This design comes from an exercise in tuning for small area on the open sky130 flow, not from production work.
Function was checked by simulation only, so behaviour that the tests miss may differ from the original.
The flow treats the clock pin as an ideal source, which a real chip does not have.
Power figures rest on the tool's default switching activity, not on a simulated workload.

==> inputs of 08-13 <==
==> flow/design.v <==
module clock_div (
	input clk, reset,
	output reg [8:0] n
);
always @(posedge clk)
	if (reset)
		n <= 9'h1ff;
	else
		n <= n + 9'd1;
endmodule
module i2s_decode
	#(parameter RESOLUTION = 24)
(
	input clk,
	input [8:0] n,
	input data_in,
	input [RESOLUTION-1:0] word_L, word_R,
	output reg [RESOLUTION-1:0] data_out_L, data_out_R,
	output top
);
reg [RESOLUTION-1:0] sr;
wire [4:0] q = n[7:3];
wire shift = (n[2:0] == 3'd7) && (q >= 5'd1) && (q <= 5'd24);
wire take = (n[7:0] == 8'd7);
always @(posedge clk) begin
	if (take)
		sr <= n[8] ? word_L : word_R;
	else if (shift)
		sr <= {sr[RESOLUTION-2:0], data_in};
	if (take & ~n[8])
		data_out_L <= sr;
	if (take & n[8])
		data_out_R <= sr;
end
assign top = sr[RESOLUTION-1];
endmodule
module i2s_encode
(
	input clk,
	input [8:0] n,
	input top,
	output reg data_out
);
wire [4:0] q = n[7:3];
always @(posedge clk)
	if ((n[2:0] == 3'd3) && (q >= 5'd1) && (q <= 5'd24))
		data_out <= top;
endmodule
module clipping
	#(parameter RESOLUTION = 24, SHIFT = 6)
(
	input enable,
	input [RESOLUTION-1:0] data_in,
	output [RESOLUTION-1:0] data_out
);
assign data_out = enable ? (data_in << SHIFT) : data_in;
endmodule
module echo
	#(parameter W = 44, DEPTH = 128)
(
	input clk, reset, step, enable,
	input [7:0] n,
	input [W-1:0] push,
	output [W-1:0] delayed,
	output acc
);
reg [W*DEPTH-1:0] ring;
reg [6:0] ptr;
reg pending;
wire window = n[7] ^ (n[6:3] != 4'd0);	 
assign acc = pending & window & (n[6:0] == ptr);
assign delayed = ring[W*DEPTH-1 -: W];
always @(posedge clk) begin
	ring <= {ring[W*(DEPTH-1)-1:0], acc ? push : delayed};
	if (reset) begin
		pending <= 1'b0;
		ptr <= 7'd0;
	end else begin
		if (step)
			pending <= enable;
		else if (acc)
			pending <= 1'b0;
		ptr <= ptr + {6'd0, acc};
	end
end
endmodule
module effects
	#(parameter RESOLUTION = 24, BW = 22)
(
	input clk, ce_step, ce_flag, ce_load, own, acc, sw0,
	input [RESOLUTION-1:0] data_in,
	input [BW-1:0] delayed,
	output [BW-1:0] push,
	output reg [RESOLUTION-1:0] data_out
);
reg [BW-1:0] c;
reg flag;
wire [RESOLUTION-1:0] clip;
wire [RESOLUTION-1:0] base = ce_load ? clip : data_out;
clipping #(.RESOLUTION(RESOLUTION), .SHIFT(6)) clp (.enable(ce_step ? sw0 : flag), .data_in(data_in), .data_out(clip));
always @(posedge clk) begin
	if (ce_step)
		c <= clip[BW-1:0];
	if (ce_flag)
		flag <= sw0;
	data_out <= base + ((acc & own) ? {delayed, 2'b00} : {RESOLUTION{1'b0}});
end
assign push = own ? data_out[BW-1:0] : c;
endmodule
module audio_top
	#(parameter RESOLUTION = 24, ECHO_DEPTH = 128)
(
	input MCLK,
	input reset,
	input GPIO3,
	input [9:0] SW,
	output GPIO1, GPIO2, GPIO4,
	output [9:0] LEDR
	);
localparam BW = 22;	 
wire [8:0] n;
wire [RESOLUTION-1:0] data_L_in, data_R_in, effects_L_out, effects_R_out;
wire [BW-1:0] push_L, push_R, delayed_L, delayed_R;
wire acc, top;
clock_div clk0 (.clk(MCLK), .reset(reset), .n(n));
assign GPIO2 = ~n[2];	 
assign GPIO1 = ~n[8];	 
wire step = n[7:0] == 8'hff;
wire s0 = step & n[8];
wire s32 = step & ~n[8];
wire p1 = n == 9'd7;
wire p33 = n == 9'd263;
i2s_decode #(.RESOLUTION(RESOLUTION)) dec (.clk(MCLK), .n(n), .data_in(GPIO3),
	.word_L(effects_L_out), .word_R(effects_R_out),
	.data_out_L(data_L_in), .data_out_R(data_R_in), .top(top));
effects #(.RESOLUTION(RESOLUTION), .BW(BW)) eL1 (.clk(MCLK), .ce_step(s32), .ce_flag(s0), .ce_load(p33), .own(n[8]),
	.acc(acc), .sw0(SW[0]), .data_in(data_R_in), .delayed(delayed_L), .push(push_L), .data_out(effects_L_out));
effects #(.RESOLUTION(RESOLUTION), .BW(BW)) eR1 (.clk(MCLK), .ce_step(s0), .ce_flag(s32), .ce_load(p1), .own(~n[8]),
	.acc(acc), .sw0(SW[0]), .data_in(data_L_in), .delayed(delayed_R), .push(push_R), .data_out(effects_R_out));
echo #(.W(2*BW), .DEPTH(ECHO_DEPTH)) dl (.clk(MCLK), .reset(reset), .step(step), .enable(SW[1]), .n(n[7:0]),
	.push({push_L, push_R}), .delayed({delayed_L, delayed_R}), .acc(acc));
i2s_encode enc (.clk(MCLK), .n(n), .top(top), .data_out(GPIO4));
assign LEDR[9:1] = data_L_in[RESOLUTION-2:RESOLUTION-10];
assign LEDR[0] = data_L_in[0];
endmodule
==> flow/flow/run.sh <==
#!/bin/bash
# The standard layout, with the clock tree built without dummy loads
# (TritonCTS's skew-balancing load cells) and with larger sink clusters.
set -euo pipefail
export CTS_ARGS="-sink_clustering_enable -repair_clock_nets -dont_use_dummy_load -sink_clustering_size 30 -sink_clustering_max_diameter 80"
bash standard.sh > standard.log 2>&1
==> flow/standard.sh <==
#!/bin/bash
# synth_recipe.tcl (not shown) runs the flow's synth.tcl, then flattens the netlist and writes it again
# the make line also repeats each setting of config.mk as NAME=value (left out here)
make -C /OpenROAD-flow-scripts/flow DESIGN_CONFIG=/design/flow/config.mk WORK_HOME=/design/flow/orfs CLKGATE_MAP_FILE= SYNTH_SCRIPT=/design/flow/synth_recipe.tcl "${@:-finish}"
==> flow/config.mk <==
export PLATFORM = sky130hd
export DESIGN_NAME = audio_top
export DESIGN_NICKNAME = audio_top
export VERILOG_FILES = /design/flow/design.v
export SDC_FILE = /design/flow/constraint.sdc
export NUM_CORES = 8
export LEC_CHECK = 0
export CAP_MARGIN = 20
export CORE_MARGIN = 2
export CORE_UTILIZATION = 40
export CTS_CLUSTER_DIAMETER = 80
export CTS_CLUSTER_SIZE = 30
export SLEW_MARGIN = 20
==> flow/constraint.sdc <==
create_clock -name core_clock -period 40.0 [get_ports {MCLK}]
set_input_delay 8.0000 -clock core_clock [delete_from_list [all_inputs] [get_ports {MCLK}]]
set_output_delay 8.0000 -clock core_clock [all_outputs]
set_load 0.01 [all_outputs]
==> 02-02 (differences from 08-13) <==
==> flow/flow/run.sh (replaced) <==
#!/bin/bash
# The standard layout, except for the clock tree: TritonCTS builds it without
# dummy loads and with the sink clusters below, then flow/leafsize.tcl gives
# each leaf clock buffer the smallest size that keeps the slew at its
# flip-flop clock pins at or below LEAF_SLEW_TARGET.
set -euo pipefail
export CTS_ARGS="-sink_clustering_enable -repair_clock_nets -dont_use_dummy_load -buf_list sky130_fd_sc_hd__clkbuf_4 -sink_clustering_size 12 -sink_clustering_max_diameter 40"
export POST_CTS_TCL="$(pwd)/flow/leafsize.tcl"
export LEAF_SLEW_TARGET=0.115
export BUFFER_PORTS_ARGS="-buffer_cell sky130_fd_sc_hd__buf_1"
bash standard.sh > standard.log 2>&1
==> flow/flow/leafsize.tcl (new file) <==
# Resize each leaf clock buffer (one that drives flip-flop clock pins) to the
# smallest clkbuf that keeps the slew at its flip-flop clock pins at or below
# LEAF_SLEW_TARGET (ns), then legalise the placement again.
proc leaf_worst_slew {pins} {
  set w 0.0
  foreach p $pins {
    foreach a {min max} { foreach e {rise fall} {
      set s [get_property $p slew_${a}_$e]
      if {$s > $w} { set w $s }
    }}
  }
  return $w
}
set target $::env(LEAF_SLEW_TARGET)
set sizes {sky130_fd_sc_hd__clkbuf_2 sky130_fd_sc_hd__clkbuf_4 sky130_fd_sc_hd__clkbuf_8 sky130_fd_sc_hd__clkbuf_16}
estimate_parasitics -placement
set nleaf 0
set changed 0
foreach inst [[ord::get_db_block] getInsts] {
  set m [[$inst getMaster] getName]
  if {![string match sky130_fd_sc_hd__clkbuf_* $m]} continue
  set onet [[$inst findITerm X] getNet]
  if {$onet eq "NULL"} continue
  set pins {}
  set leaf 1
  foreach it [$onet getITerms] {
    if {![$it isInputSignal] && ![$it isClocked]} { if {[$it getInst] eq $inst} continue }
    if {[$it getInst] eq $inst} continue
    set mt [$it getMTerm]
    if {[$mt getName] ne "CLK"} { set leaf 0; break }
    lappend pins [get_pins [[$it getInst] getName]/CLK]
  }
  if {!$leaf || [llength $pins] == 0} continue
  incr nleaf
  set name [$inst getName]
  set chosen $m
  foreach sz $sizes {
    replace_cell [get_cells $name] $sz
    if {[leaf_worst_slew $pins] <= $target} { set chosen $sz; break }
    set chosen $sz
  }
  if {$chosen ne $m} { incr changed }
}
puts "leafsize: $nleaf leaf buffers, $changed resized"
detailed_placement
check_placement -verbose
CTS_CLUSTER_DIAMETER = default   (was 80)
CTS_CLUSTER_SIZE = default   (was 30)
PLACE_DENSITY = 0.8   (was default)
==> results.txt <==
| quantity | 02-02 | 08-13 |
|---|---|---|
| Status | no timing/DRC/antenna violations | no timing/DRC/antenna violations |
| Data arrival time of the worst path | 12.14 ns | 12.24 ns |
| Met1 GRT Util | 14.0% | 14.1% |
| HPWL after detailed placement | 89.1 mm | 77.2 mm |
| Clk slew on worst S/H paths | 0.11 ns | 0.10 ns |
| Switching fraction of total power | 19.9% | 18.9% |
| Pin count of the biggest net entering global routing | 50 | 53 |
| Maximum clock frequency | 0.0912 GHz | 0.0869 GHz |
| Required @ worst endpoint | 41.18 ns | 40.73 ns |
| Final net count | 7234 | 6880 |
| Fraction of layout instances using a drive strength above 1 | 9.31% | 4.56% |
| Most heavily used metal layer in global routing | met2 | met1 |
| Clock network contribution to total cell area | 3.55% | 4.34% |
| Tmin final | 10.96 ns | 11.51 ns |
| CP Max Fanout | 18 | 24 |
| Register share of total power | 71.1% | 68.7% |
| Combined area of the multi-input logic cells | 0.00493 mm2 | 0.00492 mm2 |

==> v10 <==
Starts from the design.v that is shown in full above.
clock: 40.0 ns
lec_check: 0
cap_margin: 20
core_margin: 2
core_utilization: 40
slew_margin: 20
standard.sh (not shown) runs the stock make flow with config.mk's settings and CLKGATE_MAP_FILE= SYNTH_SCRIPT=/design/flow/synth_recipe.tcl, a recipe that flattens the netlist after the stock synthesis.
==> flow/flow/run.sh <==
#!/bin/bash
# Own layout flow: the standard flow with three changes.
# 1. Synthesis: the standard flow's synthesis script unchanged, except that the final ABC
#    technology mapping uses flow/abc_area.script (area-oriented amap) and the
#    adders are not pre-mapped to half/full-adder cells (ADDER_MAP_FILE empty),
#    so ABC maps them too. Registers are untouched by either.
# 2. Port buffers are buf_1.
# 3. Clock tree: TritonCTS without dummy loads, clkbuf_4 leaf clusters, then
#    flow/leafsize.tcl gives each leaf clock buffer the smallest size that
#    keeps the slew at its flip-flop clock pins at or below LEAF_SLEW_TARGET.
set -euo pipefail
here=$(pwd)
{
  echo 'proc abc {args} {'
  echo '  set i [lsearch -exact $args -script]'
  echo "  if {\$i >= 0} { lset args [expr {\$i + 1}] $here/flow/abc_area.script }"
  echo '  yosys abc {*}$args'
  echo '}'
  cat synth_recipe.tcl
} > synth_area.tcl
make -C "$FLOW_HOME" DESIGN_CONFIG="$here/config.mk" WORK_HOME="$here/orfs" CLKGATE_MAP_FILE= SYNTH_SCRIPT="$here/synth_area.tcl" synth > synth.log 2>&1
export BUFFER_PORTS_ARGS="-buffer_cell sky130_fd_sc_hd__buf_1"
export CTS_ARGS="-sink_clustering_enable -repair_clock_nets -dont_use_dummy_load -buf_list sky130_fd_sc_hd__clkbuf_4 -sink_clustering_size 12 -sink_clustering_max_diameter 40"
export POST_CTS_TCL="$here/flow/leafsize.tcl"
export LEAF_SLEW_TARGET=0.12
bash standard.sh > standard.log 2>&1
==> flow/flow/abc_area.script <==
strash
dc2
dch -f
amap
topo
==> flow/flow/leafsize.tcl <==
# Resize each leaf clock buffer (one that drives flip-flop clock pins) to the
# smallest clkbuf that keeps the slew at its flip-flop clock pins at or below
# LEAF_SLEW_TARGET (ns), then legalise the placement again.
proc leaf_worst_slew {pins} {
  set w 0.0
  foreach p $pins {
    foreach a {min max} { foreach e {rise fall} {
      set s [get_property $p slew_${a}_$e]
      if {$s > $w} { set w $s }
    }}
  }
  return $w
}
set target $::env(LEAF_SLEW_TARGET)
set sizes {sky130_fd_sc_hd__clkbuf_2 sky130_fd_sc_hd__clkbuf_4 sky130_fd_sc_hd__clkbuf_8 sky130_fd_sc_hd__clkbuf_16}
estimate_parasitics -placement
set nleaf 0
set changed 0
foreach inst [[ord::get_db_block] getInsts] {
  set m [[$inst getMaster] getName]
  if {![string match sky130_fd_sc_hd__clkbuf_* $m]} continue
  set onet [[$inst findITerm X] getNet]
  if {$onet eq "NULL"} continue
  set pins {}
  set leaf 1
  foreach it [$onet getITerms] {
    if {![$it isInputSignal] && ![$it isClocked]} { if {[$it getInst] eq $inst} continue }
    if {[$it getInst] eq $inst} continue
    set mt [$it getMTerm]
    if {[$mt getName] ne "CLK"} { set leaf 0; break }
    lappend pins [get_pins [[$it getInst] getName]/CLK]
  }
  if {!$leaf || [llength $pins] == 0} continue
  incr nleaf
  set name [$inst getName]
  set chosen $m
  foreach sz $sizes {
    replace_cell [get_cells $name] $sz
    if {[leaf_worst_slew $pins] <= $target} { set chosen $sz; break }
    set chosen $sz
  }
  if {$chosen ne $m} { incr changed }
}
puts "leafsize: $nleaf leaf buffers, $changed resized"
detailed_placement
check_placement -verbose
==> v7 (differences from v10) <==
==> flow/flow/run.sh (replaced) <==
#!/bin/bash
# The standard layout, with the clock tree built without dummy loads
# (TritonCTS's skew-balancing load cells) and with larger sink clusters.
set -euo pipefail
export CTS_ARGS="-sink_clustering_enable -repair_clock_nets -dont_use_dummy_load -sink_clustering_size 30 -sink_clustering_max_diameter 80"
bash standard.sh > standard.log 2>&1
CORE_UTILIZATION = 60   (was 40)
PLACE_DENSITY = 0.7   (was default)
removed: flow/flow/abc_area.script
removed: flow/flow/leafsize.tcl
==> v2 (differences from v10) <==
==> flow/flow/run.sh (replaced) <==
#!/bin/bash
# The standard layout, except for the clock tree: TritonCTS builds it without
# dummy loads and with the sink clusters below, then flow/leafsize.tcl gives
# each leaf clock buffer the smallest size that keeps the slew at its
# flip-flop clock pins at or below LEAF_SLEW_TARGET.
set -euo pipefail
export CTS_ARGS="-sink_clustering_enable -repair_clock_nets -dont_use_dummy_load -buf_list sky130_fd_sc_hd__clkbuf_4 -sink_clustering_size 12 -sink_clustering_max_diameter 40"
export POST_CTS_TCL="$(pwd)/flow/leafsize.tcl"
export LEAF_SLEW_TARGET=0.12
bash standard.sh > standard.log 2>&1
removed: flow/flow/abc_area.script
==> flow_summary.yaml <==
status:
  status: "no timing/DRC/antenna violations"
detailed_routing:
  drt_first_pass_iters: 5
  routed_via_density: 3.84
  post_drt_wl_per_cell_um: 13.0
  highest_layer: "met5"
final_layout:
  fin_area_sq_mm: 0.133
  seq_share_pct: 88.7
  final-seq-area_sq_mm: 0.118
place:
  routabilityCongestion: 0.725
setup_path:
  cpMostUsedCell: "o21ai_0"
  cp.arrival_ps: 12210
  reg2reg_setup_slack_ps: 33970
yosys:
  synthSimpleGateAreaFrac_pct: 1.09
die:
  taps: 4100
Source of the figures above: v2

==> flow_summary.yaml <==
status:
  status: "no timing/DRC/antenna violations"
setup_path:
  reg2reg_setup_slack_ps: 31870
  cpMostUsedCell: "nor2_1"
detailed_routing:
  routed_via_density: 3.87
  drt_first_pass_iters: 5
  highest_layer: "met5"
place:
  routabilityCongestion: 0.729
final_layout:
  fin_area_sq_mm: 0.132
  final-seq-area_sq_mm: 0.118
yosys:
  synthSimpleGateAreaFrac_pct: 0.699
Source of the figures above: v10

==> flow_summary.yaml <==
final_layout:
  final-seq-area_sq_mm: 0.118
  seq_share_pct: 89.2
  inverters: 24
  fin_area_sq_mm: 0.132
detailed_routing:
  post_drt_wl_per_cell_um: 15.4
  drt_first_pass_iters: 4
  highest_layer: "met4"
  routed_via_density: 4.28
setup_path:
  cpMostUsedCell: "o21ai_0"
  cp.arrival_ps: 12560
  reg2reg_setup_slack_ps: 33480
yosys:
  synthSimpleGateAreaFrac_pct: 1.09
  yosys.area_share.adder_pct: 0.531
status:
  status: "no timing/DRC/antenna violations"
global_route:
  grt_pass1_wl_um: 234000
Source of the figures above: v7

## port drivers added, routing unchanged
The results above use ideal ports. As a check the final layouts listed here were re-extracted and re-timed, cells and wires unchanged. Step 1, drivers: a clkbuf_16 drives MCLK and a buf_2 each remaining input, both assumed. Step 2 moves the port delays by t, midway between the first and last clock arrival at a register: inputs arrive t later, outputs are due t later. That takes back most of the time a late clock gives input paths. Slacks: ideal ports / drivers / drivers and shift; pairs: ideal ports / drivers.
run | t (ns) | slack for setup (ns) | worst register clock-pin slew, ns
08-13 | 0.926 | 28.487 / 28.510 / 27.584 | 0.11 / 0.11
02-02 | 1.298 | 29.041 / 29.090 / 27.792 | 0.12 / 0.12
v10 | 1.396 | 27.991 / 27.976 / 26.580 | 0.12 / 0.12
v7 | 0.893 | 28.180 / 28.241 / 27.348 | 0.12 / 0.12
v2 | 1.405 | 28.887 / 28.905 / 27.499 | 0.12 / 0.12
After both steps every run listed still meets setup and hold. The setup slack of v10, which loses most, moves by -0.015 ns with the drivers and by -1.411 ns with both steps.
